Background: an optimization exercise with open tools, aiming at small area. Do not read the settings as production practice.
RTL that was checked went through simulation tests only; none was proved equivalent to the original.
The RTL of runs 1 and 4 was laid out without a check of its function.
The clock port is modelled as an ideal driver; clocking choices that lean on that would not hold on a real chip.

==> design.v <==
`timescale 1ns / 1ps
module ButtonDebounce
    (
        input wire clk,
        input wire reset,
        input wire sig,
        output wire pnext
    );
    localparam [11:0] INV = 12'hAAA;
    reg [11:0] s;
    reg lastSig;
    reg stable;
    wire [11:0] lf = s ^ INV;
    wire low_zero = ~|lf[10:0];
    wire full = low_zero & ~lf[11];
    wire fb = (lf[11] ^ lf[5] ^ lf[3] ^ lf[0]) & ~low_zero;
    wire clr = reset | (sig ^ lastSig);
    assign pnext = ~stable & sig & lastSig & full;
    wire [11:0] lf_next = clr ? 12'h001 : {lf[10:0], fb};
    always @(posedge clk)
    begin
        s <= lf_next ^ INV;
        lastSig <= ~reset & sig;
        if (reset)
            stable <= 1'b0;
        else if (~(sig ^ lastSig) & full)
            stable <= lastSig;
    end
endmodule
`timescale 1ns / 1ps
module hex2bcd(
    input wire sys_clk,
    input wire reset,
    input wire [15:0] HexIn,
    output wire [15:0] digits,    
    output wire lt,               
    output wire store             
    );
    reg [3:0] digit0, digit1, digit2, digit3;
    reg [4:0] j;
    wire carry0 = digit0[3] | (digit0[2] & (digit0[1] | digit0[0]));
    wire carry1 = digit1[3] | (digit1[2] & (digit1[1] | digit1[0]));
    wire carry2 = digit2[3] | (digit2[2] & (digit2[1] | digit2[0]));
    wire [2:0] md0, md1, md2;
    assign md0 = {(digit0[2] & ~digit0[1] & ~digit0[0]) | (digit0[3] & digit0[0]),
                  (digit0[1] & (~digit0[2] | digit0[0])) | (digit0[3] & ~digit0[0]),
                  (digit0[0] & ~digit0[2] & ~digit0[3]) | (digit0[2] & digit0[1] & ~digit0[0]) | (digit0[3] & ~digit0[0])};
    assign md1 = {(digit1[2] & ~digit1[1] & ~digit1[0]) | (digit1[3] & digit1[0]),
                  (digit1[1] & (~digit1[2] | digit1[0])) | (digit1[3] & ~digit1[0]),
                  (digit1[0] & ~digit1[2] & ~digit1[3]) | (digit1[2] & digit1[1] & ~digit1[0]) | (digit1[3] & ~digit1[0])};
    assign md2 = {(digit2[2] & ~digit2[1] & ~digit2[0]) | (digit2[3] & digit2[0]),
                  (digit2[1] & (~digit2[2] | digit2[0])) | (digit2[3] & ~digit2[0]),
                  (digit2[0] & ~digit2[2] & ~digit2[3]) | (digit2[2] & digit2[1] & ~digit2[0]) | (digit2[3] & ~digit2[0])};
    assign store = j[4] & ~j[0];
    assign digits = {digit3, digit2, digit1, digit0};
    assign lt = (HexIn < 16'd10000);
    wire start = j[4] & j[0];
    wire bitin = HexIn[~j[3:0]];
    always @(posedge sys_clk) begin
        digit0 <= {md0, bitin} & {4{~start}};
        digit1 <= {md1, carry0} & {4{~start}};
        digit2 <= {md2, carry1} & {4{~start}};
        digit3 <= {digit3[2:0], carry2} & {4{~start}};
        if (reset | store)
            j <= 5'd31;
        else
            j <= j + 5'd1;
    end
endmodule
module LedDriver(input clk,
                 input reset,
                 input [15:0] value,
                 input bcd,
                 output [7:0] SSEG_CA,
                 output [3:0] SSEG_AN);
  reg [1:0] state;
  reg [3:0] dr;       
  reg [1:0] pos;      
  reg valid;
  localparam [16:0] TINV = 17'h0AAAA;
  reg [16:0] tq;
  wire [16:0] timer = tq ^ TINV;
  wire term = (timer == 17'h13243);
  wire tclr = reset | term;
  wire [16:0] timer_next = tclr ? 17'h00001 : {timer[15:0], timer[16] ^ timer[13]};
  wire [15:0] digits;
  wire lt, store;
  hex2bcd MyHex2BCD(.sys_clk(clk), .reset(reset), .HexIn(value), .digits(digits), .lt(lt), .store(store));
  reg [3:0] bcur, bnxt;
  function [3:0] nib(input [15:0] x, input [3:0] oh);
    nib = ({4{oh[0]}} & x[3:0]) | ({4{oh[1]}} & x[7:4]) |
          ({4{oh[2]}} & x[11:8]) | ({4{oh[3]}} & x[15:12]);
  endfunction
  wire [1:0] stn = state + {1'b0, term};
  wire [3:0] ohc = {stn == 2'd3, stn == 2'd2, stn == 2'd1, stn == 2'd0};
  wire [3:0] ohn = {ohc[2:0], ohc[3]};
  wire [3:0] dc = nib(digits, ohc);
  wire [3:0] dn = nib(digits, ohn);
  wire [3:0] rc = lt ? dc : 4'd9;
  wire [3:0] rn = lt ? dn : 4'd9;
  wire [3:0] ohs = {state == 2'd3, state == 2'd2, state == 2'd1, state == 2'd0};
  wire [3:0] digit = bcd ? bcur : nib(value, ohs);
  always @(posedge clk) begin
    tq <= timer_next ^ TINV;
    if (reset)
      state <= 2'd0;
    else if (term)
      state <= state + 2'd1;
    if (reset) begin
      bcur <= 4'd0;
      bnxt <= 4'd0;
    end else if (store) begin
      bcur <= rc;
      bnxt <= rn;
    end else if (term)
      bcur <= bnxt;
    valid <= ~reset;
    dr <= digit;
    pos <= state;
  end
  localparam [15:0] PAT0 = 16'h3812, PAT1 = 16'hD860, PAT2 = 16'hD004, PAT3 = 16'h8492,
                    PAT4 = 16'h02BA, PAT5 = 16'h308E, PAT6 = 16'h0083;
  wire [15:0] oh;    
  genvar v;
  generate
    for (v = 0; v < 16; v = v + 1) begin : dec
      assign oh[v] = (dr == v);
    end
  endgenerate
  wire [6:0] pat = {|(oh & PAT6), |(oh & PAT5), |(oh & PAT4), |(oh & PAT3),
                    |(oh & PAT2), |(oh & PAT1), |(oh & PAT0)};
  assign SSEG_CA = valid ? {1'b1, pat} : 8'b0;
  assign SSEG_AN = {valid & ~(pos[1] & pos[0]), valid & ~(pos[1] & ~pos[0]),
                    valid & ~(~pos[1] & pos[0]), valid & ~(~pos[1] & ~pos[0])};
endmodule
`timescale 1ns / 1ps
module directconnection(
	input wire clk,
	input wire reset,
	input wire [7:0] sw,
	input wire [4:0] btn,
	output wire [7:0] Led,
	output wire [7:0] seg,
	output wire [3:0] an
	);
	wire add;    
	wire sub;
	wire mul;
	wire div;
	wire rst;
	assign Led = sw;
	ButtonDebounce add_button_debounce(.clk(clk), .reset(reset), .sig(btn[0]), .pnext(add));
	ButtonDebounce sub_button_debounce(.clk(clk), .reset(reset), .sig(btn[4]), .pnext(sub));
	ButtonDebounce mul_button_debounce(.clk(clk), .reset(reset), .sig(btn[2]), .pnext(mul));
	ButtonDebounce div_button_debounce(.clk(clk), .reset(reset), .sig(btn[3]), .pnext(div));
	ButtonDebounce rst_button_debounce(.clk(clk), .reset(reset), .sig(btn[1]), .pnext(rst));
	reg [2:0] pend;
	reg [2:0] op;
	reg [6:0] inp;               
	reg [15:0] accn;             
	wire [15:0] acc = ~accn;
	wire [6:0] m;
	assign m[0] = op[2] ? inp[0] : (op[1] | ~op[0]);
	assign m[6:1] = {6{op[2]}} & inp[6:1];
	wire subsel = op[1] & op[0];
	wire [15:0] a = {{9{subsel}}, {7{op[1]}} & (inp ^ {7{op[0]}})};
	wire divsel = op[2] & op[0];
	wire [15:0] p;
	MulAdd u_muladd(.x(acc), .m(m), .a(a), .cin(subsel), .p(p));
	wire [15:0] q;
	Div16by7 u_div(.nn(accn), .d(inp), .q(q));
	wire [15:0] val = divsel ? q : p;    
	LedDriver Display(.clk(clk), .reset(reset), .value(val), .bcd(sw[7]), .SSEG_CA(seg), .SSEG_AN(an));
	always @(posedge clk) begin
		accn <= ~val;
		inp <= sw[6:0];
		pend[2] <= ~reset & ~add & ~sub & (mul | div);
		pend[1] <= ~reset & (add | sub);
		pend[0] <= ~reset & ~add & (sub | (~mul & (div | rst)));
		op <= reset ? 3'b001 : pend;
	end
endmodule
module MulAdd(
	input wire [15:0] x,
	input wire [6:0] m,
	input wire [15:0] a,
	input wire cin,
	output wire [15:0] p
	);
	wire [15:0] s [0:6];
	genvar j, i;
	wire [16:0] c0;
	assign c0[0] = cin;
	generate
		for (i = 0; i < 16; i = i + 1) begin : r0
			wire pp = x[i] & m[0];
			assign s[0][i] = pp ^ a[i] ^ c0[i];
			assign c0[i+1] = (pp & a[i]) | (pp & c0[i]) | (a[i] & c0[i]);
		end
		for (j = 1; j < 7; j = j + 1) begin : row
			wire [16:0] c;
			assign c[j] = 1'b0;
			assign s[j][j-1:0] = s[j-1][j-1:0];
			for (i = j; i < 16; i = i + 1) begin : col
				wire pp = x[i-j] & m[j];
				assign s[j][i] = pp ^ s[j-1][i] ^ c[i];
				assign c[i+1] = (pp & s[j-1][i]) | (pp & c[i]) | (s[j-1][i] & c[i]);
			end
		end
	endgenerate
	assign p = s[6];
endmodule
module Div16by7(
	input wire [15:0] nn,
	input wire [6:0] d,
	output wire [15:0] q
	);
	wire [15:0] n = ~nn;
	wire [6:0] dn = ~d;
	wire [7:0] rr [0:16];   
	assign rr[0] = 8'd0;
	genvar k, i;
	generate
		for (k = 1; k <= 16; k = k + 1) begin : st
			localparam W = (k < 8) ? k : 8;    
			localparam POS = k % 2;             
			wire [7:0] w;                       
			if (W > 1) begin : wg
				assign w = {{(9-W){1'b0}}, rr[k-1][W-2:0], POS ? n[16-k] : nn[16-k]};
			end else begin : w1
				assign w = {7'd0, POS ? n[16-k] : nn[16-k]};
			end
			wire [W:0] c;
			wire [W-1:0] df;
			assign c[0] = POS ? 1'b1 : 1'b0;
			for (i = 0; i < W; i = i + 1) begin : bit_
				wire di = (i < 7) ? (POS ? dn[i] : d[i]) : (POS ? 1'b1 : 1'b0);
				assign df[i] = w[i] ^ di ^ c[i];
				assign c[i+1] = (w[i] & di) | (w[i] & c[i]) | (di & c[i]);
			end
			wire hz;   
			if (W < 7) begin : hzg
				assign hz = &dn[6:W];
			end else begin : hzn
				assign hz = 1'b1;
			end
			assign q[16-k] = hz & (POS ? c[W] : ~c[W]);
			wire [W-1:0] sel = q[16-k] ? df : w[W-1:0];
			assign rr[k] = {{(8-W){1'b0}}, ~sel};
		end
	endgenerate
endmodule
==> flow/run.sh <==
#!/bin/bash
# Own layout flow: the standard ORFS flow (standard.sh) with
#  - an area-oriented ABC script for the combinational logic in synthesis
#  - CTS without dummy loads and with small clock buffers
#  - port buffers of the smallest buffer cell
# Each tool's output goes to a log file in this folder.
set -euo pipefail
W=$PWD
export OWN_WORK=$W
export OWN_ABC_SCRIPT=$W/flow/area.abc
CTS="-sink_clustering_enable -repair_clock_nets -dont_use_dummy_load -buf_list {sky130_fd_sc_hd__clkbuf_4 sky130_fd_sc_hd__clkbuf_8}"
BUFP="-buffer_cell sky130_fd_sc_hd__buf_1"
export CTS_ARGS="$CTS"
export BUFFER_PORTS_ARGS="$BUFP"
bash standard.sh SYNTH_SCRIPT=$W/flow/synth.tcl "CTS_ARGS=$CTS" "BUFFER_PORTS_ARGS=$BUFP" finish > $W/orfs_make.log 2>&1
==> flow/area.abc <==
strash; &get -n; &deepsyn -T 60; &put; dc2; dch -f; amap; strash; dch -f; amap; topo; stime -c
==> flow/synth.tcl <==
# The standard synthesis (synth_recipe.tcl, sourced unchanged) with one
# difference: ABC maps the combinational logic with an area-oriented script.
proc abc {args} {
  set i [lsearch $args -script]
  if {$i >= 0} {
    set args [lreplace $args [expr {$i + 1}] [expr {$i + 1}] $::env(OWN_ABC_SCRIPT)]
  }
  yosys abc {*}$args
}
source $::env(OWN_WORK)/synth_recipe.tcl
==> standard.sh <==
#!/bin/bash
# synth_recipe.tcl (not shown) runs the flow's synth.tcl, then flattens the netlist and writes it again
# the make line also repeats each setting of config.mk as NAME=value (left out here)
make -C /OpenROAD-flow-scripts/flow DESIGN_CONFIG=/design/flow/config.mk WORK_HOME=/design/flow/orfs CLKGATE_MAP_FILE= SYNTH_SCRIPT=/design/flow/synth_recipe.tcl "${@:-finish}"
==> config.mk <==
export PLATFORM = sky130hd
export DESIGN_NAME = directconnection
export DESIGN_NICKNAME = directconnection
export VERILOG_FILES = /design/flow/design.v
export SDC_FILE = /design/flow/constraint.sdc
export NUM_CORES = 4
export LEC_CHECK = 0
export ABC_AREA = 1
export CAP_MARGIN = 20
export CORE_MARGIN = 2
export CORE_UTILIZATION = 40
export SLEW_MARGIN = 20
==> constraint.sdc <==
create_clock -name core_clock -period 40.0 [get_ports {clk}]
set_input_delay 8.0000 -clock core_clock [delete_from_list [all_inputs] [get_ports {clk}]]
set_output_delay 8.0000 -clock core_clock [all_outputs]
set_load 0.01 [all_outputs]
==> key figures, run 1 <==
Global route
  – Initial antenna violation count: 0
  – First-pass GRT wire length: 39.4 mm
  – Largest net degree at the start of global routing: 33
  – Tot GR Track Use: 18.5%
  – GR Overflow Total: 0
  – Number of global-route vias before repair: 7912

Synth
  – Cells after Synth: 1152
  – Ys async rst share: 0%
  – Yosys warns: 6
  – Mean Syn Cell Area: 8.84 um2
  – Synth Cell Area: 10200 um2
  – Post-Synth XOR/XNOR Area: 0.0860%
  – Multiplexer area fraction after synthesis: 0%
  – Largest family of logic cells by synthesized area: adder cells
  – Adder-cell share of the synthesized area: 29.5%
  – Flops & latches, synth: 154
  – Post-synth cell types: 39
  – Post-synthesis sequential area ratio: 30.3%
  – Number of synthesized flops with an enable pin: 0
  – Synthesized Nets: 1327
  – Complex-gate fraction of the synthesized area: 16.0%
  – Primary FF master, synth: dfxtp_1
  – Post-Synth Simple-Gate Area: 19.0%

Place
  – Detailed Place HPWL: 17.8 mm
  – Placed cell areas: 10700 um2
  – Routability Congestion: 0.896
  – PortBufs: 34

Clock tree
  – Hold_buf cts: 0
  – Root Buffer: clkbuf_8
  – CTS tree: done
  – CTS Buf Count: 17
  – Clock sinks: 154
  – Clock transition at the registers of the reported paths: 110 ps
  – Clock latency on the worst-skew pair: 470 ps
  – H-tree depth: 4
  – CTS max path bufs: 2

Route
  – DR pass1 iterations: 4
  – Post-route ant nets: 0
  – Residual DRC count: 0
  – Wire length per cell: 14.9 um
  – Final wirelength: 23.1 mm
  – Drt first-iter violations: 334
  – Via count: 8064
  – Via/cell ratio: 5.21

Floorplan
  – Rows: 58
  – Die area: 26800 um2
  – Initial Util: 40.6%
  – I/O pin cnt: 35
  – Die Wd: 164 um
  – Vert. Die Dim: 164 um
  – Core Region: 25100 um2

STA
  – Setup violators final: 0
  – Unrepaired setup endpoints after global routing: no
  – Worst-Margin Slew: 813 ps
  – Fmax: 27.1 MHz
  – Post-layout minimum cycle time: 36880 ps
  – Slew margin rel.: 45.6%
  – Slew Limit Fails: 0
  – Final hold vios: 0
  – Setup_tns: 0 ps
  – Clk_skew: 39.8 ps
  – Tcrit/Tclk final: 92.2%

Critical path
  – Critical path required time: 40330 ps
  – Critical Path Fanout Max: 9
  – Crit path DAT: 37220 ps
  – Slowest CP cell: fa_1
  – CP most frequent cell: fa_1
  – Largest stage delay on the critical path: 560 ps
  – Critical Path Start Type: flip-flop
  – Nature of the critical path endpoint: flip-flop
  – Classification of the worst setup path: reg2reg
  – Reg2reg path depth: 137

Worst hold path
  – Worst hold stages: 1
  – Worst Hold Class: reg2reg

Cells and area
  – Layout area overhead: 9.08%
  – Most frequent cells in the layout: nor2_1, dfxtp_1, fa_1
  – Share of layout cells above drive strength 1: 4.11%
  – Design Area, Final: 11100 um2
  – ANT cells: 0
  – Commonest non-fill, non-tap cell in the layout: nor2_1
  – NumNets Final: 1395

Run
  – MaxCap Viol Count: 0

Run status
  – Outcome: no timing/DRC/antenna violations
## logic make-up after synthesis
logic type / after synthesis
AND/OR/NAND/NOR: 449
AO/OA/AOI/OAI: 256
adder cells (fa/ha/maj): 160
flip-flops: 154
buffers and inverters: 132
XOR/XNOR: 1
## metal layers
layer	GRT usage [%]	part of all wire, %	routed length, um	vias to the layer above
li1	-	-	-	4042
met1	25.1	46	10700	3860
met2	30.9	48	11200	139
met3	3.02	3.9	888	23
met4	4.55	1.2	280	0
met5	0	0	0	-
## timing repair
action                     CTS  global route
buffers inserted             0            13
gates resized for setup      0             9
setup endpoints to repair    0             5
## critical path: cells and delay by family, from the launching register on
kind                       cells  cell delay, ps
AOI/OAI and AO/OA             32            6300
DFF                            1             550
adders and majority gates     55           21080
and+or+nand+nor               33            5660
buffers and inverters         17            3190
## area by class of cell
type,instances,area (um2)
Clock buffer,17,234
Inverter,123,473
Sequential cell,154,3080
Timing Repair Buffer,58,308
Multi-Input combinational cell,866,6600
Tap cell,330,413
Fill cell,2583,14000
## synth_stat cells, types with 2 or more instances
cell,number,area [um2]
nor4_1,5,31.3
and2_0,2,12.5
nand3_1,11,55.1
nand2_1,100,375
nand4_1,7,43.8
nor2_1,233,875
ha_1,27,338
o221ai_1,6,52.6
o32ai_1,8,70.1
a221oi_1,10,87.6
or3_1,12,75.1
a222oi_1,2,20.0
or2_0,24,150
buf_4,9,67.6
a2111oi_0,2,17.5
fa_1,133,2660
nor2b_1,23,144
clkinv_1,123,462
a31oi_1,4,25.0
o21ai_0,45,225
a22o_1,10,87.6
a21oi_1,70,350
a211oi_1,6,45.0
a22oi_1,4,30.0
o221a_1,3,33.8
o31ai_1,2,15.0
nor3_1,28,140
o22ai_1,65,407
nand2b_1,2,12.5
dfxtp_1,154,3080
o22a_1,14,123
## final timing paths
check,slack (ps),from,to
worst max-delay path,3120,inp[6],Display.MyHex2BCD.digit0[0]
worst min register to register,360,add_button_debounce.s[6],add_button_debounce.s[7]
worst max register to register,3120,inp[6],Display.MyHex2BCD.digit0[0]
worst min-delay path,360,add_button_debounce.s[6],add_button_debounce.s[7]
## registers in the layout, indices dropped and copies added (netlist names), 2 cells and up
name and flops:
Display.MyHex2BCD.digit0 4, Display.MyHex2BCD.digit1 4, Display.MyHex2BCD.digit2 4, Display.MyHex2BCD.digit3 4, Display.MyHex2BCD.j 5, Display.bcur 4, Display.bnxt 4, Display.dr 4
Display.pos 2, Display.state 2, Display.tq 17, accn 16, add_button_debounce.s 12, div_button_debounce.s 12, inp 7, mul_button_debounce.s 12
op 3, pend 3, rst_button_debounce.s 12, sub_button_debounce.s 12
## metrics by stage
stage | instances | setup slack (ps) | util, % | hold slack, ps
2_1_floorplan | 1152 | 5300 | - | 354
4_1_cts | 1535 | 958 | 43.7 | 362
6_report | 1548 | 3120 | 44.2 | 360
5_1_grt | 1548 | 37.6 | 44.2 | 384
3_5_place_dp | 1518 | 1080 | 42.8 | 364
3_3_place_gp | 1518 | 1590 | 42.8 | 363
==> inputs of run 2 (changes only) <==
--- a/design.v
+++ b/design.v
@@ -158,21 +158,26 @@
 	reg [2:0] op;
 	reg [6:0] inp;               
 	reg [15:0] accn;             
+	reg [6:0] rem;               
 	wire [15:0] acc = ~accn;
 	wire [6:0] m;
 	assign m[0] = op[2] ? inp[0] : (op[1] | ~op[0]);
 	assign m[6:1] = {6{op[2]}} & inp[6:1];
 	wire subsel = op[1] & op[0];
 	wire [15:0] a = {{9{subsel}}, {7{op[1]}} & (inp ^ {7{op[0]}})};
-	wire divsel = op[2] & op[0];
 	wire [15:0] p;
 	MulAdd u_muladd(.x(acc), .m(m), .a(a), .cin(subsel), .p(p));
-	wire [15:0] q;
-	Div16by7 u_div(.nn(accn), .d(inp), .q(q));
-	wire [15:0] val = divsel ? q : p;    
+	wire pass1 = pend[2] & pend[0];    
+	wire pass2 = op[2] & op[0];        
+	wire [7:0] q8;
+	wire [6:0] rout;
+	DivBlock8 u_div(.r(rem), .n(pass2 ? acc[7:0] : p[15:8]), .d(pass2 ? inp : sw[6:0]),
+	                .q(q8), .ro(rout));
+	wire [15:0] val = pass2 ? {acc[15:8], q8} : p;    
 	LedDriver Display(.clk(clk), .reset(reset), .value(val), .bcd(sw[7]), .SSEG_CA(seg), .SSEG_AN(an));
 	always @(posedge clk) begin
-		accn <= ~val;
+		accn <= ~(pass1 ? {q8, p[7:0]} : val);
+		rem <= {7{pass1}} & rout;
 		inp <= sw[6:0];
 		pend[2] <= ~reset & ~add & ~sub & (mul | div);
 		pend[1] <= ~reset & (add | sub);
@@ -210,43 +215,34 @@
 	endgenerate
 	assign p = s[6];
 endmodule
-module Div16by7(
-	input wire [15:0] nn,
+module DivBlock8(
+	input wire [6:0] r,
+	input wire [7:0] n,
 	input wire [6:0] d,
-	output wire [15:0] q
+	output wire [7:0] q,
+	output wire [6:0] ro
 	);
-	wire [15:0] n = ~nn;
+	wire [7:0] nn = ~n;
 	wire [6:0] dn = ~d;
-	wire [7:0] rr [0:16];   
-	assign rr[0] = 8'd0;
+	wire [6:0] rr [0:8];   
+	assign rr[0] = r;
 	genvar k, i;
 	generate
-		for (k = 1; k <= 16; k = k + 1) begin : st
-			localparam W = (k < 8) ? k : 8;    
+		for (k = 1; k <= 8; k = k + 1) begin : st
 			localparam POS = k % 2;             
-			wire [7:0] w;                       
-			if (W > 1) begin : wg
-				assign w = {{(9-W){1'b0}}, rr[k-1][W-2:0], POS ? n[16-k] : nn[16-k]};
-			end else begin : w1
-				assign w = {7'd0, POS ? n[16-k] : nn[16-k]};
-			end
-			wire [W:0] c;
-			wire [W-1:0] df;
+			wire [7:0] w = {rr[k-1], POS ? n[8-k] : nn[8-k]};
+			wire [8:0] c;
+			wire [7:0] df;
 			assign c[0] = POS ? 1'b1 : 1'b0;
-			for (i = 0; i < W; i = i + 1) begin : bit_
+			for (i = 0; i < 8; i = i + 1) begin : bit_
 				wire di = (i < 7) ? (POS ? dn[i] : d[i]) : (POS ? 1'b1 : 1'b0);
 				assign df[i] = w[i] ^ di ^ c[i];
 				assign c[i+1] = (w[i] & di) | (w[i] & c[i]) | (di & c[i]);
 			end
-			wire hz;   
-			if (W < 7) begin : hzg
-				assign hz = &dn[6:W];
-			end else begin : hzn
-				assign hz = 1'b1;
-			end
-			assign q[16-k] = hz & (POS ? c[W] : ~c[W]);
-			wire [W-1:0] sel = q[16-k] ? df : w[W-1:0];
-			assign rr[k] = {{(8-W){1'b0}}, ~sel};
+			assign q[8-k] = POS ? c[8] : ~c[8];
+			wire [6:0] sel = q[8-k] ? df[6:0] : w[6:0];
+			assign rr[k] = ~sel;
 		end
 	endgenerate
-endmodule
+	assign ro = rr[8];
+endmodule
==> flow/area.abc (replaced) <==
strash; &get -n; &deepsyn -T 60; &put; dch -f; amap; topo; stime -c
==> run 2 against run 1 <==
Still clean on timing, DRC and antenna; register-to-register slack got worse by 840 ps; via count fell by 5.1%; sequential share of layout area rose by 2.8 points; final area fell by 5.2%; first-iteration DRC count rose by 26%; critical path type unchanged; critical endpoint unchanged.
==> key figures, run 2 <==
Run status
  – Outcome: no timing/DRC/antenna violations

Floorplan
  – Vert. Die Dim: 160 um
  – Initial Util: 40.3%
  – I/O pin cnt: 35
  – Core Region: 24100 um2
  – Rows: 57
  – Die area: 25500 um2
  – Die Wd: 160 um

Critical path
  – Reg-to-Reg End: Display.MyHex2BCD.digit0[0]
  – Worst reg-to-reg setup slack: 2280 ps
  – Worst Path Buf+Inv: 20
  – Nature of the critical path endpoint: flip-flop
  – Crit path DAT: 38100 ps
  – Classification of the worst setup path: reg2reg
  – Slowest CP cell: a221oi_1
  – R2r startpoint: op[2]
  – Critical path required time: 40380 ps
  – CP most frequent cell: fa_1
  – Critical Path Start Type: flip-flop
  – Reg2reg path depth: 113
  – Largest stage delay on the critical path: 780 ps
  – CP delay by family, top: adder cells
  – Critical Path Fanout Max: 15

Cells and area
  – Largest regs: Display.tq (17), accn (16)
  – Max reg flops: 17
  – Commonest non-fill, non-tap cell in the layout: nor2_1
  – Layout area overhead: 8.45%
  – Share of layout cells above drive strength 1: 3.12%
  – Largest Register: Display.tq
  – Most frequent cells in the layout: nor2_1, dfxtp_1, fa_1
  – NumNets Final: 1282
  – ANT cells: 0
  – Final Util: 43.7%
  – Design Area, Final: 10500 um2

Synth
  – Yosys warns: 6
  – Flops & latches, synth: 161
  – Post-synthesis sequential area ratio: 33.2%
  – Ys async rst share: 0%
  – Number of synthesized flops with an enable pin: 0
  – Synthesized Nets: 1224
  – Synth Cell Area: 9710 um2
  – Most common cell in the netlist: nor2_1
  – Cells after Synth: 1065
  – Post-synth cell types: 47
  – Yosys top cell area share: 33.2%
  – Mean Syn Cell Area: 9.12 um2
  – Synth top cells by count: nor2_1, dfxtp_1, fa_1
  – Yosys top cell by area: dfxtp_1
  – Top cells by area, synth: dfxtp_1, fa_1, nor2_1
  – Primary FF master, synth: dfxtp_1

STA
  – Clk_skew: 40.6 ps
  – Setup violators final: 0
  – Setup_tns: 0 ps
  – Fmax: 26.5 MHz
  – Slew Limit Fails: 0
  – Post-layout minimum cycle time: 37720 ps
  – Worst-Margin Slew: 985 ps
  – Unrepaired setup endpoints after global routing: no
  – Final hold vios: 0
  – Slew margin rel.: 34.3%
  – Tcrit/Tclk final: 94.3%
  – Final WS setup: 2280 ps

Place
  – Pre-CTS WS: 1870 ps
  – Placed cell areas: 10300 um2
  – Routability Congestion: 0.927
  – PortBufs: 34
  – Detailed Place HPWL: 17.9 mm

Clock tree
  – Hold_buf cts: 0
  – Clock latency on the worst-skew pair: 470 ps
  – Clock transition at the registers of the reported paths: 90 ps
  – H-tree depth: 4
  – Root Buffer: clkbuf_8
  – Clock sinks: 161
  – Post-CTS sizing: 0
  – CTS tree: done
  – Post-CTS Setup Bufs: 0
  – CTS Buf Count: 17
  – CTS max path bufs: 2

Global route
  – First-pass GRT wire length: 38.3 mm
  – Number of global-route vias before repair: 7686
  – GR Overflow Total: 0
  – Largest net degree at the start of global routing: 35
  – Tot GR Track Use: 18.6%
  – Initial antenna violation count: 0

Route
  – Drt first-iter violations: 421
  – Wire length per cell: 15.7 um
  – Post-route ant nets: 0
  – Residual DRC count: 0
  – Via/cell ratio: 5.29
  – Final wirelength: 22.6 mm
  – DR pass1 iterations: 5
  – Via count: 7650

Worst hold path
  – Min-Delay Endpoint: Display.tq[11]
  – Worst Hold Class: reg2reg
  – HP Start: Display.tq[10]
  – Worst hold stages: 1

Run
  – MaxCap Viol Count: 0
-- run 2: changes by cell type in the layout (fill, tap and decap cells not counted), sizes merged, moves of 9 or more --
cell / previous run / this run
buf: 58 / 47
fa: 133 / 124
o21ai: 45 / 36
nor2: 233 / 218
nor3: 28 / 19
a21oi: 70 / 50
o21a: 0 / 10
nor2b: 23 / 12
nand2: 100 / 85
-- run 2: per-stage QoR --
step                      hold WS (ps)  std cells
after floorplan                    353       1065
after global placement             358       1428
after detailed placement           361       1428
after CTS                          365       1445
after global routing               372       1445
final                              359       1445
-- run 2: worst max-delay path by stage --
| stage | cells after the start | endpoint | start |
|---|---|---|---|
| final | 113 | Display.MyHex2BCD.digit0[0] | op[2] |
| after global routing | 118 | Display.MyHex2BCD.digit0[0] | op[2] |
| after global placement | 117 | Display.MyHex2BCD.digit0[0] | op[2] |
| after CTS | 113 | Display.MyHex2BCD.digit0[0] | op[2] |
| after floorplan | 112 | Display.MyHex2BCD.digit0[0] | op[0] |
| after detailed placement | 113 | Display.MyHex2BCD.digit0[0] | op[2] |
-- run 2: area by class of cell --
| cell class | count | area (um2) |
|---|---|---|
| well taps | 324 | 405 |
| fillers | 2435 | 13600 |
| multi-input cells | 778 | 6000 |
| clock buffers | 17 | 234 |
| inverters | 117 | 439 |
| repair buffers | 48 | 234 |
| flip-flops and latches | 161 | 3220 |
-- run 2: cell families after synthesis --
logic type	Yosys count	synth area share, %
AOI/OAI and AO/OA	229	15.2
xor gates and xnor gates	2	0.180
adders and majority gates	144	28.1
buffers and inverters	126	5.22
DFF	161	33.2
and+or+nand+nor	403	18.1
-- run 2: worst reg2reg max path: cells and delay by family, from the launching register on --
family          cells  cell delay (ps)
buf+inv            20             4160
simple gates        5             1330
compound gates     24             7280
flops               1              450
fa+ha+maj          64            24500
-- run 2: routing by layer --
| layer | track usage [%] | share of wire [%] | up-vias |
|---|---|---|---|
| met1 | 23.4 | 44 | 3717 |
| met2 | 31.6 | 49 | 165 |
| li1 | - | - | 3735 |
| met4 | 5.73 | 1.7 | 0 |
| met3 | 4.83 | 5.3 | 33 |
| met5 | 0 | 0 | - |
==> inputs of run 3 (changes only) <==
--- a/design.v
+++ b/design.v
@@ -115,7 +115,7 @@
     end else if (term)
       bcur <= bnxt;
     valid <= ~reset;
-    dr <= digit;
+    dr <= reset ? 4'd8 : digit;
     pos <= state;
   end
   localparam [15:0] PAT0 = 16'h3812, PAT1 = 16'hD860, PAT2 = 16'hD004, PAT3 = 16'h8492,
@@ -129,7 +129,7 @@
   endgenerate
   wire [6:0] pat = {|(oh & PAT6), |(oh & PAT5), |(oh & PAT4), |(oh & PAT3),
                     |(oh & PAT2), |(oh & PAT1), |(oh & PAT0)};
-  assign SSEG_CA = valid ? {1'b1, pat} : 8'b0;
+  assign SSEG_CA = {valid, pat};
   assign SSEG_AN = {valid & ~(pos[1] & pos[0]), valid & ~(pos[1] & ~pos[0]),
                     valid & ~(~pos[1] & pos[0]), valid & ~(~pos[1] & ~pos[0])};
 endmodule
@@ -160,9 +160,10 @@
 	reg [15:0] accn;             
 	reg [6:0] rem;               
 	wire [15:0] acc = ~accn;
+	wire mulsel = op[2] & ~op[0];
 	wire [6:0] m;
-	assign m[0] = op[2] ? inp[0] : (op[1] | ~op[0]);
-	assign m[6:1] = {6{op[2]}} & inp[6:1];
+	assign m[0] = mulsel ? inp[0] : (op[2] | op[1] | ~op[0]);
+	assign m[6:1] = {6{mulsel}} & inp[6:1];
 	wire subsel = op[1] & op[0];
 	wire [15:0] a = {{9{subsel}}, {7{op[1]}} & (inp ^ {7{op[0]}})};
 	wire [15:0] p;
@@ -173,7 +174,7 @@
 	wire [6:0] rout;
 	DivBlock8 u_div(.r(rem), .n(pass2 ? acc[7:0] : p[15:8]), .d(pass2 ? inp : sw[6:0]),
 	                .q(q8), .ro(rout));
-	wire [15:0] val = pass2 ? {acc[15:8], q8} : p;    
+	wire [15:0] val = {p[15:8], pass2 ? q8 : p[7:0]};    
 	LedDriver Display(.clk(clk), .reset(reset), .value(val), .bcd(sw[7]), .SSEG_CA(seg), .SSEG_AN(an));
 	always @(posedge clk) begin
 		accn <= ~(pass1 ? {q8, p[7:0]} : val);
==> run 3 against run 2 <==
Critical path type unchanged; final area is 0.61% lower; still clean on timing, DRC and antenna; area after synthesis down 0.22%; critical path depth rose by 10; fmax is 1.6% higher; first-iteration DRC count is 12% higher; highest routed layer unchanged; sequential cell count unchanged; sequential share of layout area grew 0.19 points; count of clock-buffer cells in the layout is the same; global-route usage grew 0.18 points.
==> key figures, run 3 <==
Place
  – Pre-CTS WS: 3160 ps
  – Detailed Place HPWL: 17.9 mm
  – PortBufs: 34
  – Routability Congestion: 0.903

Route
  – Metal2 WL: 10.7 mm
  – Wire length per cell: 15.7 um
  – Final wirelength: 22.8 mm
  – DR pass1 iterations: 5
  – Residual DRC count: 0
  – Drt first-iter violations: 472
  – Via count: 7605
  – Highest Signal Layer: met4
  – Met3 routed WL: 1.31 mm
  – Post-route ant nets: 0
  – M1 WL: 10.5 mm
  – Via/cell ratio: 5.26

Clock tree
  – CTS max path bufs: 2
  – CTS tree: done
  – Clock transition at the registers of the reported paths: 90 ps
  – H-tree depth: 4
  – Clock sinks: 161
  – Hold_buf cts: 0
  – Post-CTS sizing: 0
  – Root Buffer: clkbuf_8
  – Clock latency on the worst-skew pair: 450 ps
  – CTS Buf Count: 17
  – Post-CTS Setup Bufs: 0

Run
  – MaxCap Viol Count: 0

Synth
  – Flops & latches, synth: 161
  – Synth top cells by count: nor2_1, dfxtp_1, clkinv_1
  – Cells after Synth: 1075
  – Most common cell in the netlist: nor2_1
  – Top cells by area, synth: dfxtp_1, fa_1, nor2_1
  – Synthesized Nets: 1230
  – Number of synthesized flops with an enable pin: 0
  – Synth Cell Area: 9690 um2
  – Post-synth cell types: 43
  – Primary FF master, synth: dfxtp_1
  – Yosys top cell by area: dfxtp_1
  – Ys async rst share: 0%
  – Mean Syn Cell Area: 9.01 um2
  – Post-synthesis sequential area ratio: 33.3%
  – Yosys top cell area share: 33.3%
  – Yosys warns: 6

Floorplan
  – Rows: 56
  – Die area: 25500 um2
  – Initial Util: 41.0%
  – I/O pin cnt: 35
  – Vert. Die Dim: 160 um
  – Die Wd: 160 um
  – Core Region: 23600 um2

Cells and area
  – Max reg flops: 17
  – Commonest non-fill, non-tap cell in the layout: nor2_1
  – Layout area overhead: 8.03%
  – NumNets Final: 1285
  – Largest Register: Display.tq
  – Largest regs: Display.tq (17), accn (16)
  – Share of layout cells above drive strength 1: 2.57%
  – ANT cells: 0
  – Most frequent cells in the layout: nor2_1, dfxtp_1, clkinv_1

Critical path
  – Crit path DAT: 37460 ps
  – Reg-to-Reg End: Display.MyHex2BCD.digit0[0]
  – CP most frequent cell: fa_1
  – Slowest CP cell: a221oi_1
  – Largest stage delay on the critical path: 750 ps
  – Critical path required time: 40360 ps
  – Critical Path Start: op[2]
  – Nature of the critical path endpoint: flip-flop
  – Critical Path Fanout Max: 19
  – Classification of the worst setup path: reg2reg
  – R2r startpoint: op[2]
  – Critical Path Start Type: flip-flop
  – Worst reg-to-reg setup slack: 2890 ps
  – Reg2reg path depth: 123
  – Last element of the critical path: Display.MyHex2BCD.digit0[0]

Global route
  – First-pass GRT wire length: 38.6 mm
  – GR Overflow Total: 0
  – Number of global-route vias before repair: 7571
  – Initial antenna violation count: 0
  – Largest net degree at the start of global routing: 33
  – Tot GR Track Use: 18.8%

STA
  – Setup violators final: 0
  – Final hold vios: 0
  – Clk_skew: 34.9 ps
  – Final WS setup: 2890 ps
  – Unrepaired setup endpoints after global routing: no
  – Slew margin rel.: 38.4%
  – Fmax: 26.9 MHz
  – Setup_tns: 0 ps
  – Slew Limit Fails: 0
  – Post-layout minimum cycle time: 37110 ps
  – Tcrit/Tclk final: 92.8%
  – Worst-Margin Slew: 924 ps

Run status
  – Outcome: no timing/DRC/antenna violations

Worst hold path
  – Worst Hold Class: reg2reg
==> run 3: cell types whose count changed after synthesis, moves of 5 or more <==
cell / before / now
nand2_1: 85 / 99
or2_0: 17 / 28
o22a_1: 17 / 7
or3_1: 16 / 7
a22o_1: 4 / 12
nor2_1: 218 / 211
clkinv_1: 117 / 123
nor3_1: 19 / 14
nor4_1: 9 / 4
o221ai_1: 1 / 6
==> run 3: per-stage QoR <==
stage / utilization (%) / hold WS, ps / cells / instance area (um2)
after floorplan: - / 353 / 1075 / 9690
after global placement: 43.3 / 358 / 1430 / 10200
after detailed placement: 43.3 / 361 / 1430 / 10200
after CTS: 44.3 / 347 / 1447 / 10500
after global routing: 44.3 / 375 / 1447 / 10500
final: 44.3 / 351 / 1447 / 10500
==> run 3: critical path: cells and delay by family (launching register included) <==
family,cells,cell delay [ps]
flops,1,320
fa+ha+maj,63,23480
compound gates,23,6070
simple gates,14,2850
buf+inv,23,4360
==> run 3: metal layers <==
| metal | GRT usage, % | up-vias |
|---|---|---|
| li1 | - | 3733 |
| met1 | 25.9 | 3656 |
| met2 | 30.6 | 197 |
| met3 | 3.58 | 19 |
| met4 | 4.67 | 0 |
| met5 | 0 | - |
==> run 3: worst min path at each step <==
stage	start	endpoint	cells after the start
floorplan	Display.tq[4]	Display.tq[5]	1
global placement	rst_button_debounce.s[2]	rst_button_debounce.s[3]	1
detailed placement	rst_button_debounce.s[10]	rst_button_debounce.s[11]	1
CTS	add_button_debounce.s[2]	add_button_debounce.s[3]	1
global route	add_button_debounce.s[10]	add_button_debounce.s[11]	1
finish	add_button_debounce.s[2]	add_button_debounce.s[3]	1
==> run 3: final cells by class <==
class / count / area [um2]
fill: 2377 / 13100
inverter: 123 / 462
clock buffer: 17 / 234
multi-input combinational: 782 / 5940
sequential: 161 / 3220
timing repair buffer: 45 / 210
tap: 319 / 399
==> run 3: kinds of logic after synthesis <==
logic type,share of synthesized area (%)
simple gates,18.4
compound gates,15.5
flops,33.3
fa+ha+maj,27.4
buf+inv,5.46
==> inputs of run 4 (changes only) <==
--- a/design.v
+++ b/design.v
@@ -102,10 +102,7 @@
   wire [3:0] digit = bcd ? bcur : nib(value, ohs);
   always @(posedge clk) begin
     tq <= timer_next ^ TINV;
-    if (reset)
-      state <= 2'd0;
-    else if (term)
-      state <= state + 2'd1;
+    state <= reset ? 2'd0 : stn;
     if (reset) begin
       bcur <= 4'd0;
       bnxt <= 4'd0;
==> flow/synth.tcl (replaced) <==
# The standard synthesis script (synth_recipe.tcl, read from the work
# folder) with two differences in the combinational logic only:
#  - Yosys's synth runs without its quick internal ABC pass (-noabc), so the
#    full adders extracted later keep the polarity the RTL gives them;
#  - the technology-mapping ABC call uses an area-oriented script.
# Registers, their names and cell types are those of the standard synthesis.
set f [open $::env(OWN_WORK)/synth_recipe.tcl r]
set synth_recipe [read $f]
close $f
set n0 [string length $synth_recipe]
set synth_recipe [string map {"yosys synth -nofsm -noshare " "yosys synth -nofsm -noshare -noabc "} $synth_recipe]
if {[string length $synth_recipe] == $n0} { error "synth_recipe.tcl has no synth line to change" }
proc abc {args} {
  set i [lsearch $args -script]
  if {$i >= 0} {
    set args [lreplace $args [expr {$i + 1}] [expr {$i + 1}] $::env(OWN_ABC_SCRIPT)]
  }
  yosys abc {*}$args
}
eval $synth_recipe
==> run 4 against run 3 <==
Register-to-register slack got worse by 910 ps; non-clock buffer count grew 7; setup slack got worse by 910 ps; largest cell class unchanged; sequential share of layout area rose by 0.14 points; hold slack improved by 16 ps; area after synthesis down 1.8%; fmax is 2.4% lower; still clean on timing, DRC and antenna; routed wire length down 3.5%.
==> key figures, run 4 <==
Global route
  – Number of global-route vias before repair: 7423
  – Tot GR Track Use: 19.1%
  – Initial antenna violation count: 0
  – GR Overflow Total: 0
  – First-pass GRT wire length: 37.2 mm
  – Largest net degree at the start of global routing: 35

Synth
  – Mean Syn Cell Area: 9.27 um2
  – Yosys top cell by area: dfxtp_1
  – Synth top cells by count: nor2_1, dfxtp_1, fa_1
  – Cells after Synth: 1027
  – Post-synth cell types: 39
  – Top cells by area, synth: dfxtp_1, fa_1, nor2_1
  – Primary FF master, synth: dfxtp_1
  – Synthesized Nets: 1188
  – Post-synthesis sequential area ratio: 33.9%
  – Most common cell in the netlist: nor2_1
  – Flops & latches, synth: 161
  – Number of synthesized flops with an enable pin: 0
  – Yosys top cell area share: 33.9%
  – Synth Cell Area: 9520 um2
  – Yosys warns: 6
  – Ys async rst share: 0%

Clock tree
  – CTS tree: done
  – CTS Buf Count: 17
  – Hold_buf cts: 0
  – Clock transition at the registers of the reported paths: 100 ps
  – Clock latency on the worst-skew pair: 460 ps
  – CTS max path bufs: 2
  – Root Buffer: clkbuf_8
  – H-tree depth: 4
  – Clock sinks: 161

Cells and area
  – Max reg flops: 17
  – Largest Register: Display.tq
  – Area of the multi-input gates: 5930 um2
  – Share of layout cells above drive strength 1: 4.32%
  – Largest regs: Display.tq (17), accn (16)
  – NumNets Final: 1250
  – ANT cells: 0
  – Most frequent cells in the layout: nor2_1, dfxtp_1, fa_1
  – Layout area overhead: 9.49%
  – Register area: 3220 um2
  – Design Area, Final: 10400 um2
  – Commonest non-fill, non-tap cell in the layout: nor2_1
  – Filler Cells Inserted: 2371

Critical path
  – Worst Path Buf+Inv: 9
  – Critical path required time: 40340 ps
  – CP most frequent cell: fa_1
  – Critical Path Start Type: flip-flop
  – CP delay by family, top: adder cells
  – Classification of the worst setup path: reg2reg
  – Largest stage delay on the critical path: 540 ps
  – Crit path DAT: 38350 ps
  – Nature of the critical path endpoint: flip-flop
  – R2r startpoint: op[2]
  – Slowest CP cell: fa_1
  – Critical Path Start: op[2]
  – Critical Path Fanout Max: 12

Worst hold path
  – HP Start: div_button_debounce.s[2]
  – Worst Hold Class: reg2reg

Route
  – Via/cell ratio: 5.26
  – Wire length per cell: 15.6 um
  – Via count: 7395
  – DR pass1 iterations: 7
  – Drt first-iter violations: 448
  – Final wirelength: 22.0 mm
  – Residual DRC count: 0
  – Post-route ant nets: 0

STA
  – Setup violators final: 0
  – Clk_skew: 36.5 ps
  – Tcrit/Tclk final: 95.0%
  – Final hold vios: 0
  – Slew Limit Fails: 0
  – Fmax: 26.3 MHz
  – Worst hold slack: 367 ps
  – Post-layout minimum cycle time: 38020 ps
  – Worst-Margin Slew: 927 ps
  – Slew margin rel.: 38.2%

Place
  – PortBufs: 34
  – Placed cell areas: 10100 um2
  – Detailed Place HPWL: 17.5 mm
  – Routability Congestion: 0.941

Floorplan
  – Die Wd: 158 um
  – Vert. Die Dim: 158 um
  – Die area: 25000 um2
  – Initial Util: 40.7%
  – Core Region: 23400 um2
  – I/O pin cnt: 35
  – Rows: 56

Run status
  – Outcome: no timing/DRC/antenna violations

Run
  – MaxCap Viol Count: 0
## run 4: changes by cell type in the layout (fill, tap and decap cells not counted), sizes merged, moves of 8 or more
| cell | delta |
|---|---|
| clkinv | -32 |
| o22ai | +18 |
| a21oi | -16 |
| or2 | -13 |
| a22o | -12 |
| nor3 | +8 |
## run 4: cell type report
| type | instances | area share [%] |
|---|---|---|
| Clock buffer | 17 | 2.24 |
| Multi-Input combinational cell | 762 | 56.9 |
| Timing Repair Buffer | 52 | 2.64 |
| Tap cell | 319 | 3.83 |
| Sequential cell | 161 | 30.9 |
| Inverter | 95 | 3.49 |
## run 4: worst paths after layout
check / endpoint / slack (ps) / cells past startpoint
max reg2reg: Display.MyHex2BCD.digit0[0] / 1980 / 111
min reg2reg: div_button_debounce.s[3] / 370 / 1
max: Display.MyHex2BCD.digit0[0] / 1980 / 111
min: div_button_debounce.s[3] / 370 / 1
## run 4: worst register-to-register path, delay by kind of cell, from the launching register on
family / cells / cell delay (ps)
adder cells (fa/ha/maj): 70 / 30070
AO/OA/AOI/OAI: 17 / 3490
AND/OR/NAND/NOR: 15 / 2370
buffers and inverters: 9 / 1550
flip-flops: 1 / 380
## run 4: cell families after synthesis
kind of cell / synth area share [%]
buf+inv: 4.46
flops: 33.9
compound gates: 14.8
xor+xnor: 0.276
simple gates: 17.4
fa+ha+maj: 29.1
## run 4: timing repair
item	in CTS	in global routing
gates resized for setup	0	14
buffers inserted	0	7
endpoints found under the setup margin	0	11
## run 4: stage by stage
step	setup WS [ps]	setup TNS (ps)	cells	utilization [%]
2_1_floorplan	2400	0	1027	-
3_3_place_gp	892	0	1382	43.0
3_5_place_dp	67.1	0	1382	43.0
4_1_cts	11.9	0	1399	44.0
5_1_grt	-38.2	-59.2	1406	44.5
6_report	1980	0	1406	44.5
## run 4: layer usage
layer | share of wire [%] | track usage (%) | vias to the layer above | routed length [um]
li1 | - | - | 3622 | -
met3 | 3.3 | 2.69 | 33 | 728
met4 | 1.9 | 6.44 | 0 | 415
met1 | 46 | 25.1 | 3585 | 10000
met5 | 0 | 0 | - | 0
met2 | 49 | 32.6 | 155 | 10800
==> inputs of run 5 (changes only) <==
--- a/design.v
+++ b/design.v
@@ -77,12 +77,12 @@
   reg [3:0] dr;       
   reg [1:0] pos;      
   reg valid;
-  localparam [16:0] TINV = 17'h0AAAA;
-  reg [16:0] tq;
-  wire [16:0] timer = tq ^ TINV;
-  wire term = (timer == 17'h13243);
+  localparam [14:0] TINV = 15'h2AAA;
+  reg [14:0] tq;
+  wire [14:0] timer = tq ^ TINV;
+  wire term = (timer == 15'h4E2A);
   wire tclr = reset | term;
-  wire [16:0] timer_next = tclr ? 17'h00001 : {timer[15:0], timer[16] ^ timer[13]};
+  wire [14:0] timer_next = tclr ? 15'h0001 : {timer[13:0], timer[14] ^ timer[13]};
   wire [15:0] digits;
   wire lt, store;
   hex2bcd MyHex2BCD(.sys_clk(clk), .reset(reset), .HexIn(value), .digits(digits), .lt(lt), .store(store));
==> run 5 against run 4 <==
Count of clock-buffer cells in the layout unchanged; final area is 1.7% lower; routed wire length fell by 2.1%; core utilization shrank 0.62 points; via count fell by 1.4%.
==> key figures, run 5 <==
Cells and area
  – NumNets Final: 1230
  – Most frequent cells in the layout: nor2_1, dfxtp_1, fa_1
  – ANT cells: 0
  – Layout area overhead: 8.71%
  – Max reg flops: 16
  – Commonest non-fill, non-tap cell in the layout: nor2_1
  – Share of layout cells above drive strength 1: 3.56%
  – Largest Register: accn
  – Largest regs: accn (16), Display.tq (15)

Critical path
  – Nature of the critical path endpoint: flip-flop
  – CP most frequent cell: fa_1
  – Slowest CP cell: fa_1
  – CP delay by family, top: adder cells
  – Largest stage delay on the critical path: 500 ps
  – R2r startpoint: op[2]
  – Classification of the worst setup path: reg2reg
  – Worst reg-to-reg setup slack: 1960 ps
  – Worst Path Buf+Inv: 10
  – Crit path DAT: 38360 ps
  – Reg2reg path depth: 110
  – Critical Path Fanout Max: 17
  – Critical Path Start Type: flip-flop
  – Critical path required time: 40320 ps
  – Reg-to-Reg End: rem[6]

Clock tree
  – Clock transition at the registers of the reported paths: 100 ps
  – Post-CTS Setup Bufs: 0
  – Root Buffer: clkbuf_8
  – Clock sinks: 159
  – CTS tree: done
  – H-tree depth: 4
  – Clock latency on the worst-skew pair: 460 ps
  – CTS max path bufs: 2
  – CTS Buf Count: 17
  – Hold_buf cts: 0
  – Post-CTS sizing: 0

Synth
  – Cells after Synth: 1013
  – Ys async rst share: 0%
  – Synth Cell Area: 9430 um2
  – Synth top cells by count: nor2_1, dfxtp_1, fa_1
  – Number of synthesized flops with an enable pin: 0
  – Top cells by area, synth: dfxtp_1, fa_1, nor2_1
  – Most common cell in the netlist: nor2_1
  – Yosys top cell area share: 33.8%
  – Flops & latches, synth: 159
  – Yosys top cell by area: dfxtp_1
  – Synthesized Nets: 1174
  – Primary FF master, synth: dfxtp_1
  – Post-synth cell types: 36
  – Post-synthesis sequential area ratio: 33.8%
  – Mean Syn Cell Area: 9.31 um2
  – Yosys warns: 6

Floorplan
  – Die Wd: 158 um
  – Rows: 56
  – Die area: 24800 um2
  – Core Region: 23300 um2
  – I/O pin cnt: 35
  – Vert. Die Dim: 158 um
  – Initial Util: 40.4%

Global route
  – M1 GR Usage: 25.0%
  – GR peak layer: met2
  – GR Layer Usage met3: 3.72%
  – Largest net degree at the start of global routing: 31
  – Met2 usage: 31.0%
  – Tot GR Track Use: 18.8%
  – Initial antenna violation count: 0
  – Number of global-route vias before repair: 7295
  – GR Overflow Total: 0
  – First-pass GRT wire length: 36.2 mm

STA
  – Setup_tns: 0 ps
  – Post-layout minimum cycle time: 38040 ps
  – Slew margin rel.: 38.5%
  – Slew Limit Fails: 0
  – Tcrit/Tclk final: 95.1%
  – Fmax: 26.3 MHz
  – Final hold vios: 0
  – Unrepaired setup endpoints after global routing: no
  – Clk_skew: 33.3 ps
  – Worst-Margin Slew: 922 ps
  – Setup violators final: 0
  – Worst hold slack: 375 ps

Run status
  – Outcome: no timing/DRC/antenna violations

Route
  – Wire length per cell: 15.5 um
  – Via count: 7293
  – DR pass1 iterations: 5
  – Final wirelength: 21.5 mm
  – Via/cell ratio: 5.26
  – Post-route ant nets: 0
  – Drt first-iter violations: 533
  – Residual DRC count: 0

Worst hold path
  – Min-Delay Endpoint: add_button_debounce.s[7]
  – Worst hold stages: 1
  – Worst Hold Class: reg2reg
  – HP Start: add_button_debounce.s[6]

Place
  – PortBufs: 34
  – Detailed Place HPWL: 17.0 mm
  – Routability Congestion: 0.846

Run
  – MaxCap Viol Count: 0
run 5: cell count changes in the layout (fill, tap and decap cells not counted), moves of 5 or more:
cell | previous run | this run
or2_0 | 15 | 9
a21oi_1 | 34 | 27
nor3_1 | 22 | 16
buf_4 | 17 | 12
nor2_1 | 207 | 202
o22ai_1 | 85 | 94
clkinv_1 | 91 | 97
o31ai_1 | 2 | 8
run 5: routing by layer:
metal,vias up,part of all wire [%]
met5,-,0
li1,3594,-
met2,164,47
met4,0,1.9
met3,26,4.3
met1,3509,46
run 5: how the worst max path moves through the flow:
stage	startpoint	endpoint	slack, ps	depth (start not counted)
final	op[2]	rem[6]	1960	110
after global routing	op[2]	rem[6]	2	112
after CTS	op[2]	rem[6]	720	112
after detailed placement	op[2]	rem[6]	770	112
after global placement	op[2]	rem[5]	1530	112
after floorplan	op[0]	Display.dr[0]	2300	107
run 5: kinds of logic (layout without fill, tap and decap cells):
kind of cell | count (synthesis) | after routing | synth area share [%]
simple gates | 371 | 371 | 16.5
compound gates | 229 | 229 | 15.7
fa+ha+maj | 146 | 146 | 29.4
buf+inv | 108 | 162 | 4.66
flops | 159 | 159 | 33.8
run 5: layout make-up:
| cell class | count | area, um2 |
|---|---|---|
| fill | 2288 | 13100 |
| multi-input combinational | 746 | 5840 |
| sequential | 159 | 3180 |
| tap | 319 | 399 |
| inverter | 99 | 375 |
| clock buffer | 17 | 234 |
| timing repair buffer | 46 | 218 |
run 5: worst register-to-register path, delay by kind of cell, from the launching register on:
kind / cells / cell delay (ps)
AOI/OAI and AO/OA: 17 / 3450
adders and majority gates: 70 / 30000
and+or+nand+nor: 13 / 2270
DFF: 1 / 350
buffers and inverters: 10 / 1880
run 5: through the flow:
step | std cells | area, um2 | setup WS (ps) | util, %
after floorplan | 1013 | 9430 | 2300 | -
after global placement | 1369 | 9980 | 1530 | 42.8
after detailed placement | 1369 | 9980 | 774 | 42.8
after CTS | 1386 | 10200 | 722 | 43.8
after global routing | 1386 | 10200 | 2.26 | 43.9
final | 1386 | 10200 | 1960 | 43.9
==> inputs of run 6 (changes only) <==
==> flow/run.sh (replaced) <==
#!/bin/bash
# Own layout flow: the standard ORFS flow (standard.sh) with
#  - synthesis: synth_recipe.tcl with Yosys synth run with -noabc and an
#    area-oriented ABC script for the combinational logic (flow/synth.tcl)
#  - CTS without dummy loads and with small clock buffers (clkbuf_4 leaves;
#    post_cts.tcl upsizes the leaves that would give slow clock edges)
#  - port buffers of the smallest buffer cell
# Each tool's output goes to a log file in this folder.
set -euo pipefail
W=$PWD
export OWN_WORK=$W
export OWN_ABC_SCRIPT=$W/flow/area.abc
CTS="-sink_clustering_enable -repair_clock_nets -dont_use_dummy_load -root_buf sky130_fd_sc_hd__clkbuf_8 -buf_list {sky130_fd_sc_hd__clkbuf_4}"
BUFP="-buffer_cell sky130_fd_sc_hd__buf_1"
export CTS_ARGS="$CTS"
export BUFFER_PORTS_ARGS="$BUFP"
export POST_CTS_TCL=$W/flow/post_cts.tcl
bash standard.sh SYNTH_SCRIPT=$W/flow/synth.tcl "CTS_ARGS=$CTS" "BUFFER_PORTS_ARGS=$BUFP" "POST_CTS_TCL=$W/flow/post_cts.tcl" finish > $W/orfs_make.log 2>&1
==> flow/post_cts.tcl (new file) <==
# After CTS: a clock-tree leaf buffer (clkbuf_4) that drives many flip-flops
# would give them slow clock edges; upsize those to clkbuf_8.
estimate_parasitics -placement
set changed 0
foreach inst [get_cells clkbuf_*] {
  if {[get_property $inst ref_name] ne "sky130_fd_sc_hd__clkbuf_4"} { continue }
  set net [get_nets -of_objects [get_pins [get_name $inst]/X]]
  set mx 0.0
  set n 0
  foreach l [get_pins -of_objects $net -filter "direction == input"] {
    incr n
    set s [get_property $l slew_max]
    if {$s > $mx} { set mx $s }
  }
  set up [expr {$n >= 13 || $mx > 0.115}]
  puts "clock leaf [get_name $inst]: fanout $n, estimated slew [format %.3f $mx], upsize $up"
  if {$up} {
    replace_cell $inst sky130_fd_sc_hd__clkbuf_8
    incr changed
  }
}
if {$changed > 0} {
  detailed_placement
  check_placement -verbose
  estimate_parasitics -placement
}
==> run 6 against run 5 <==
Still clean on timing, DRC and antenna; routed wire length grew 0.34%; non-clock buffer count unchanged; core utilization down 0.24 points; fmax fell by 0.14%; setup slack got worse by 55 ps; count of clock-buffer cells in the layout unchanged; synthesized cell count stayed put; area after synthesis is the same; register-to-register slack got worse by 60 ps; cell count is the same; critical path type unchanged; largest cell class unchanged.
==> key figures, run 6 <==
Critical path
  – Critical Path Start Type: flip-flop
  – Reg2reg path depth: 110
  – Largest stage delay on the critical path: 500 ps
  – Nature of the critical path endpoint: flip-flop
  – Slowest CP cell: fa_1
  – CP most frequent cell: fa_1
  – Worst Path Buf+Inv: 10
  – Critical Path Fanout Max: 17
  – Crit path DAT: 38400 ps
  – Critical path required time: 40310 ps
  – CP delay by family, top: adder cells
  – Classification of the worst setup path: reg2reg
  – Crit. path cell count: 110

Synth
  – Most common cell in the netlist: nor2_1
  – Ys async rst share: 0%
  – Cells after Synth: 1013
  – Synth Cell Area: 9430 um2
  – Multiplexer area fraction after synthesis: 0%
  – Synth top cells by count: nor2_1, dfxtp_1, fa_1
  – Yosys warns: 6
  – Flops & latches, synth: 159
  – Post-Synth XOR/XNOR Area: 0%
  – Primary FF master, synth: dfxtp_1
  – Top cells by area, synth: dfxtp_1, fa_1, nor2_1
  – Number of synthesized flops with an enable pin: 0
  – Mean Syn Cell Area: 9.31 um2
  – Largest family of logic cells by synthesized area: adder cells
  – Post-Synth Simple-Gate Area: 16.5%
  – Yosys top cell area share: 33.8%
  – Adder-cell share of the synthesized area: 29.4%
  – Post-synthesis sequential area ratio: 33.8%
  – Synthesized Nets: 1174
  – Post-synth cell types: 36
  – Yosys top cell by area: dfxtp_1
  – Complex-gate fraction of the synthesized area: 15.7%

Clock tree
  – Clock latency on the worst-skew pair: 440 ps
  – Clock sinks: 159
  – Clock transition at the registers of the reported paths: 100 ps
  – CTS tree: done

Worst hold path
  – Worst hold stages: 1
  – Worst Hold Class: reg2reg

STA
  – Tcrit/Tclk final: 95.2%
  – Setup violators final: 0
  – Fmax: 26.3 MHz
  – Final hold vios: 0
  – Worst-Margin Slew: 938 ps
  – Slew Limit Fails: 0
  – Clk_skew: 36.7 ps
  – Slew margin rel.: 37.5%
  – Setup_tns: 0 ps
  – Worst hold slack: 355 ps
  – Post-layout minimum cycle time: 38100 ps

Cells and area
  – Largest regs: accn (16), Display.tq (15)
  – Most frequent cells in the layout: nor2_1, dfxtp_1, fa_1
  – Filler Cells Inserted: 2301
  – Max reg flops: 16
  – Largest Register: accn
  – Register area: 3180 um2
  – Area of the multi-input gates: 5840 um2
  – Final Util: 43.7%
  – Share of layout cells above drive strength 1: 3.56%
  – ANT cells: 0
  – Finished Layout Cells: 1386
  – Layout area overhead: 8.11%
  – Commonest non-fill, non-tap cell in the layout: nor2_1
  – NumNets Final: 1230

Global route
  – Initial antenna violation count: 0
  – Tot GR Track Use: 18.8%
  – GR Overflow Total: 0
  – Largest net degree at the start of global routing: 31
  – First-pass GRT wire length: 36.3 mm
  – Number of global-route vias before repair: 7314

Run
  – MaxCap Viol Count: 0

Place
  – Detailed Place HPWL: 17.0 mm
  – PortBufs: 34
  – Cells after DPL: 1369
  – Routability Congestion: 0.846

Route
  – Wire length per cell: 15.6 um
  – Final wirelength: 21.6 mm
  – Via/cell ratio: 5.29
  – DR pass1 iterations: 5
  – Residual DRC count: 0
  – Via count: 7332
  – Drt first-iter violations: 559
  – Post-route ant nets: 0

Floorplan
  – Core Region: 23300 um2
  – I/O pin cnt: 35
  – Vert. Die Dim: 158 um
  – Initial Util: 40.4%
  – Die Wd: 158 um
  – Die area: 24800 um2
  – Rows: 56

Run status
  – Outcome: no timing/DRC/antenna violations
## run 6: per-stage QoR
step / instance area [um2] / worst slack [ps]
2_1_floorplan: 9430 / 2300
3_3_place_gp: 9980 / 1530
3_5_place_dp: 9980 / 774
5_1_grt: 10200 / -17.7
6_report: 10200 / 1900
## run 6: worst paths after layout
path                      start             to  slack, ps
setup reg to reg          op[2]         rem[4]       1900
hold / removal    Display.tq[8]  Display.tq[9]        350
hold reg to reg   Display.tq[8]  Display.tq[9]        350
setup / recovery          op[2]         rem[4]       1900
## run 6: kinds of logic (layout without fill, tap and decap cells)
group,Yosys count,in the layout
flops,159,159
buf+inv,108,162
fa+ha+maj,146,146
compound gates,229,229
simple gates,371,371
## run 6: metal layers
layer | vias to the layer above | wire (um) | GRT usage [%]
met5 | - | 0 | 0
met4 | 0 | 395 | 5.37
met2 | 166 | 10300 | 31.1
met1 | 3539 | 10100 | 25.2
li1 | 3598 | - | -
met3 | 29 | 830 | 3.61
## run 6: area by class of cell
type	instances	share of cell area [%]
clock buffers	17	1.74
inverters	99	3.68
multi-input cells	746	57.3
flip-flops and latches	159	31.2
well taps	319	3.92
repair buffers	46	2.14

[afterwards: timing with drivers on the ports]
The flow's constraints put no driver on any port. The routed layouts listed below were extracted and timed again, unchanged, in two steps. Step 1 sets driving cells, clkbuf_16 on the clock port and buf_2 on the other inputs (assumed; they add their load-dependent delay and slew). Step 2 moves the port delays by t, midway between the first and last clock arrival at a register: inputs arrive t later, outputs are due t later. That takes back most of the time a late clock gives input paths. a / b / c = ideal ports / drivers / drivers and shift; a / b = the first two.
| run | t (ns) | slack for setup (ns) | worst setup path at the end | worst slew at a driven data input, ns | cell pins on the clock port's net |
|---|---|---|---|---|---|
| run 1 | 0.485 | 3.117 / 3.117 / 3.117 | register to register | 0.03 | 1 |
| run 2 | 0.490 | 2.281 / 2.281 / 2.281 | register to register | 0.05 | 1 |
| run 3 | 0.475 | 2.892 / 2.892 / 2.892 | register to register | 0.04 | 1 |
| run 4 | 0.477 | 1.981 / 1.981 / 1.981 | register to register | 0.04 | 1 |
| run 5 | 0.484 | 1.960 / 1.960 / 1.960 | register to register | 0.05 | 1 |
| run 6 | 0.459 | 1.905 / 1.905 / 1.905 | register to register | 0.05 | 1 |
After both steps every run listed still meets setup and hold.
